Background: an optimization exercise with open tools, aiming at small area and a short achievable clock period. Do not read the settings as production practice. The clock input has no modelled driver; a real chip could not lean on it and would need a root buffer or a full tree. Power figures rest on the tool's default switching activity, not on a simulated workload.

v6:
==> flow/design.v <==
`timescale 1ns / 1ps
module fifo_nit(
    input  Clk,
    input  RD,
    input  WR,
    input  EN,
    input  [31:0] dataIn,
    output reg [31:0] dataOut,
    input  Rst,
    output EMPTY,
    output FULL
);
reg [3:0] wp;           
reg [7:0] rp;           
reg       empty_q;      
reg       full_q;
reg       ne_q;         
reg       nf_q;
reg [31:0] mem [0:7];
assign EMPTY = empty_q;
assign FULL  = full_q;
wire rst_en = EN & Rst;
wire rd_acc = EN & ~Rst & RD & ne_q;
wire wr_acc = EN & ~Rst & WR & nf_q & ~(RD & ne_q);
function [7:0] jdec;
    input [3:0] q;
    begin
        jdec[0] = ~q[3] & ~q[0];
        jdec[1] =  q[0] & ~q[1];
        jdec[2] =  q[1] & ~q[2];
        jdec[3] =  q[2] & ~q[3];
        jdec[4] =  q[3] &  q[0];
        jdec[5] = ~q[0] &  q[1];
        jdec[6] = ~q[1] &  q[2];
        jdec[7] = ~q[2] &  q[3];
    end
endfunction
wire [7:0] wsel   = jdec(wp);
wire [3:0] wp_inc = {wp[2:0], ~wp[3]};
wire [7:0] wsel_inc = {wsel[6:0], wsel[7]};
wire [7:0] rp_inc = {rp[6:0], rp[7]};
always @(posedge Clk) begin
    if (rst_en) begin
        wp      <= 4'd0;
        rp      <= 8'd1;
        empty_q <= 1'b1;
        full_q  <= 1'b0;
        ne_q    <= 1'b0;
        nf_q    <= 1'b1;
    end else if (rd_acc) begin
        rp      <= rp_inc;
        empty_q <= |(rp_inc & wsel);
        full_q  <= 1'b0;
        ne_q    <= ~|(rp_inc & wsel);
        nf_q    <= 1'b1;
    end else if (wr_acc) begin
        wp      <= wp_inc;
        empty_q <= 1'b0;
        full_q  <= |(wsel_inc & rp);
        ne_q    <= 1'b1;
        nf_q    <= ~|(wsel_inc & rp);
    end
end
genvar i;
generate
    for (i = 0; i < 8; i = i + 1) begin : g_mem
        always @(posedge Clk)
            if (nf_q && wsel[i])
                mem[i] <= dataIn;
    end
endgenerate
reg [31:0] rdata;
integer k;
always @(*) begin
    rdata = {32{~rd_acc}} & dataOut;
    for (k = 0; k < 8; k = k + 1)
        rdata = rdata | ({32{rd_acc & rp[k]}} & mem[k]);
end
always @(posedge Clk)
    dataOut <= rdata;
endmodule
clock: 5.0 ns
lec_check: 0
cap_margin: 20
core_margin: 2
core_utilization: 40
place_density: 0.6
setup_slack_margin: 3.2
slew_margin: 20
standard.sh (not shown) runs the stock make flow with config.mk's settings and CLKGATE_MAP_FILE= SYNTH_SCRIPT=/design/flow/synth_recipe.tcl, a recipe that flattens the netlist after the stock synthesis.
==> flow/flow/run.sh <==
#!/bin/bash
# Own layout flow: the standard ORFS flow with three changes:
#  - port buffers use buf_2 instead of the slow delay cell buffer_ports picks;
#  - CTS without dummy loads, larger sink clusters;
#  - after CTS, the middle level of the clock H-tree is collapsed so the root
#    buffer drives the leaf buffers directly (every register keeps the same
#    number of buffers between the clock port and its clock pin).
set -euo pipefail
here=$(pwd)
bash standard.sh \
  "BUFFER_PORTS_ARGS=-buffer_cell sky130_fd_sc_hd__buf_2" \
  "CTS_ARGS=-sink_clustering_enable -repair_clock_nets -dont_use_dummy_load -sink_clustering_size ${CTS_SIZE:-30} -sink_clustering_max_diameter ${CTS_DIAM:-80}" \
  "POST_CTS_TCL=$here/flow/post_cts.tcl" \
  finish > "$here/flow_make.log" 2>&1
Other scripts of this flow, unchanged in this note and not shown: flow/flow/post_cts.tcl
The following lists how v7 was set up differently from v6:
-- flow/design.v --
<<< v6, line 73
integer k;
always @(*) begin
    rdata = {32{~rd_acc}} & dataOut;
    for (k = 0; k < 8; k = k + 1)
        rdata = rdata | ({32{rd_acc & rp[k]}} & mem[k]);
end
always @(posedge Clk)
    dataOut <= rdata;
endmodule
>>> v7, line 73
integer k;
always @(*) begin
    rdata = 32'd0;
    for (k = 0; k < 8; k = k + 1)
        rdata = rdata | ({32{rp[k]}} & mem[k]);
end
always @(posedge Clk)
    if (rd_acc)
        dataOut <= rdata;
endmodule
==> run summary <==
- When v7 is set beside v6, its power attributed to sequential cells turns out to be 6.8% smaller.
- Against v6, v7 comes in 100 ps higher on signal arrival time at the worst endpoint.
- According to the power report, total power for v7 is lower than for v6.
- Lower buffering overhead goes to v7 over v6.
- v7 against v6: wire length fell about 2.6%, via count fell about 2%.
- When v7 is measured against v6, its clock buffer count in the final layout turns out 1 lower.
- Clock group total power: v7 vs v6, no meaningful difference
- Relative to v6, the final cell area reported for v7 is lower.
- The minimum clock period after layout of v7 is higher than that of v6.
- v6 → v7: number of library cell types mapped by synthesis went up by 13%, fraction of final layout cells sized beyond drive strength 1 fell by 6.0 points, routability-driven placement congestion ratio down about 0.5%.
Function was not checked in any run of this note: the RTL went through the layout flow alone.

---

## 01-04
// fifo_nit: RTL as listed in full above, without the edits since
==> flow/config.mk <==
export PLATFORM = sky130hd
export DESIGN_NAME = fifo_nit
export DESIGN_NICKNAME = fifo_nit
export VERILOG_FILES = /design/flow/design.v
export SDC_FILE = /design/flow/constraint.sdc
export NUM_CORES = 4
export LEC_CHECK = 0
export CAP_MARGIN = 20
export CORE_MARGIN = 2
export CORE_UTILIZATION = 40
export PLACE_DENSITY = 0.6
export SETUP_SLACK_MARGIN = 3.2
export SLEW_MARGIN = 20
==> flow/constraint.sdc <==
create_clock -name core_clock -period 5.0 [get_ports {Clk}]
set_input_delay 1.0000 -clock core_clock [delete_from_list [all_inputs] [get_ports {Clk}]]
set_output_delay 1.0000 -clock core_clock [all_outputs]
set_load 0.01 [all_outputs]
==> flow/flow/post_cts.tcl <==
# Collapse intermediate clock buffers: the buffer driven by the clock port
# (the root) then drives the leaf buffers directly.
set clk_port_net [get_nets -of_objects [get_ports Clk]]
set root_pins [get_pins -of_objects $clk_port_net -filter "direction == input"]
if {[llength $root_pins] != 1} {
  puts "post_cts: clock port drives [llength $root_pins] pins, leaving the tree as it is"
  return
}
set root_inst [get_cells -of_objects $root_pins]
set root_out [get_pins -of_objects $root_inst -filter "direction == output"]
set root_net [get_nets -of_objects $root_out]
puts "post_cts: root [get_full_name $root_inst] net [get_full_name $root_net]"

proc is_buffer_inst {inst} {
  set m [get_property $inst ref_name]
  return [regexp {clkbuf|buf_} $m]
}

set changed 1
while {$changed} {
  set changed 0
  foreach pin [get_pins -of_objects $root_net -filter "direction == input"] {
    set inst [get_cells -of_objects $pin]
    if {![is_buffer_inst $inst]} { continue }
    set out [get_pins -of_objects $inst -filter "direction == output"]
    set onet [get_nets -of_objects $out]
    set loads [get_pins -of_objects $onet -filter "direction == input"]
    set all_buf 1
    foreach l $loads {
      if {![is_buffer_inst [get_cells -of_objects $l]]} { set all_buf 0 }
    }
    if {!$all_buf || [llength $loads] == 0} { continue }
    puts "post_cts: collapsing [get_full_name $inst] ([get_property $inst ref_name]) with [llength $loads] buffer loads"
    foreach l $loads {
      set lname [get_full_name $l]
      disconnect_pin $onet $l
      connect_pin $root_net [get_pins $lname]
    }
    set iname [get_full_name $inst]
    disconnect_pin $root_net $pin
    delete_instance [get_cells $iname]
    delete_net $onet
    set changed 1
    break
  }
}
estimate_parasitics -placement
report_clock_skew
report_checks -path_delay max -format end -group_path_count 3
Scripts as last shown in full above: flow/flow/run.sh
01-04 never completed, since it errored out during 4_1_cts.
diff inputs: 01-04 => 11-25
-- flow/design.v --
<<< 01-04, line 73
integer k;
always @(*) begin
    rdata = {32{~rd_acc}} & dataOut;
    for (k = 0; k < 8; k = k + 1)
        rdata = rdata | ({32{rd_acc & rp[k]}} & mem[k]);
end
always @(posedge Clk)
    dataOut <= rdata;
endmodule
>>> 11-25, line 73
integer k;
always @(*) begin
    rdata = 32'd0;
    for (k = 0; k < 8; k = k + 1)
        rdata = rdata | ({32{rp[k]}} & mem[k]);
end
always @(posedge Clk)
    if (rd_acc)
        dataOut <= rdata;
endmodule
Notes after the runs:
The log for 11-25 ends in 4_1_cts with error STA-0100, so the run never completed.
01-04 -> 11-25: count of flip-flops with a built-in enable after synthesis increased by more than 10%
Of 01-04 and 11-25, 11-25 shows the higher die outline height, with 01-04 below it.
Compared 11-25 vs 01-04, and routability congestion estimate is down in 11-25.
On post-synthesis async set-or-reset flop share, 01-04 tracks 11-25 almost exactly.
11-25 vs. 01-04: effective utilization at floorplan lost 0.51 points; post-detailed-placement half-perimeter wirelength lost 330 µm.
Comparing worst-case setup slack after placement for 01-04 and 11-25, the smaller number came from 01-04.
Summary: with 01-04 as the reference, cell count after placement in 11-25 moved down slightly.
Any difference in share of synthesized area spent on multiplexers between 11-25 and 01-04 is small enough to ignore.
Relative to 01-04, sequential element share of the synthesized area increased by 2.4 points in 11-25.
Between 01-04 and 11-25, the fraction of the mapped netlist area in simple logic gates is lower for 01-04.
NOTE: number of standard cells after synthesis in 11-25 falls short of that of 01-04
From 01-04 to 11-25 the numbers moved as follows: width of the die went up 0.35%; area after synthesis went up about 0.7%.
Function was not checked in any run of this note: the RTL went through the layout flow alone.

-- static timing again, ports no longer ideal --
No port has a modelled driver above. Below, the same layouts with a new extraction and two added sets of constraints. Step 1 assumes that a clkbuf_16 drives the clock port and a buf_2 every other input. Step 2 moves the port delays by t, midway between the first and last clock arrival at a register: inputs arrive t later, outputs are due t later. That takes back most of the time a late clock gives input paths. Slacks: ideal ports / drivers / drivers and shift; pairs: ideal ports / drivers.
| run | shift t [ns] | slack for setup (ns) | worst slew at a driven data input, ns | cell pins on the clock port's net |
|---|---|---|---|---|
| v6 | 0.462 | 3.062 / 3.014 / 2.774 | 0.06 | 1 |
| v7 | 0.471 | 2.960 / 2.913 / 2.840 | 0.07 | 1 |
After both steps setup and hold are still met in every run listed. For v6, which loses most, drivers alone change the setup slack by -0.048 ns; drivers and shift together by -0.288 ns.
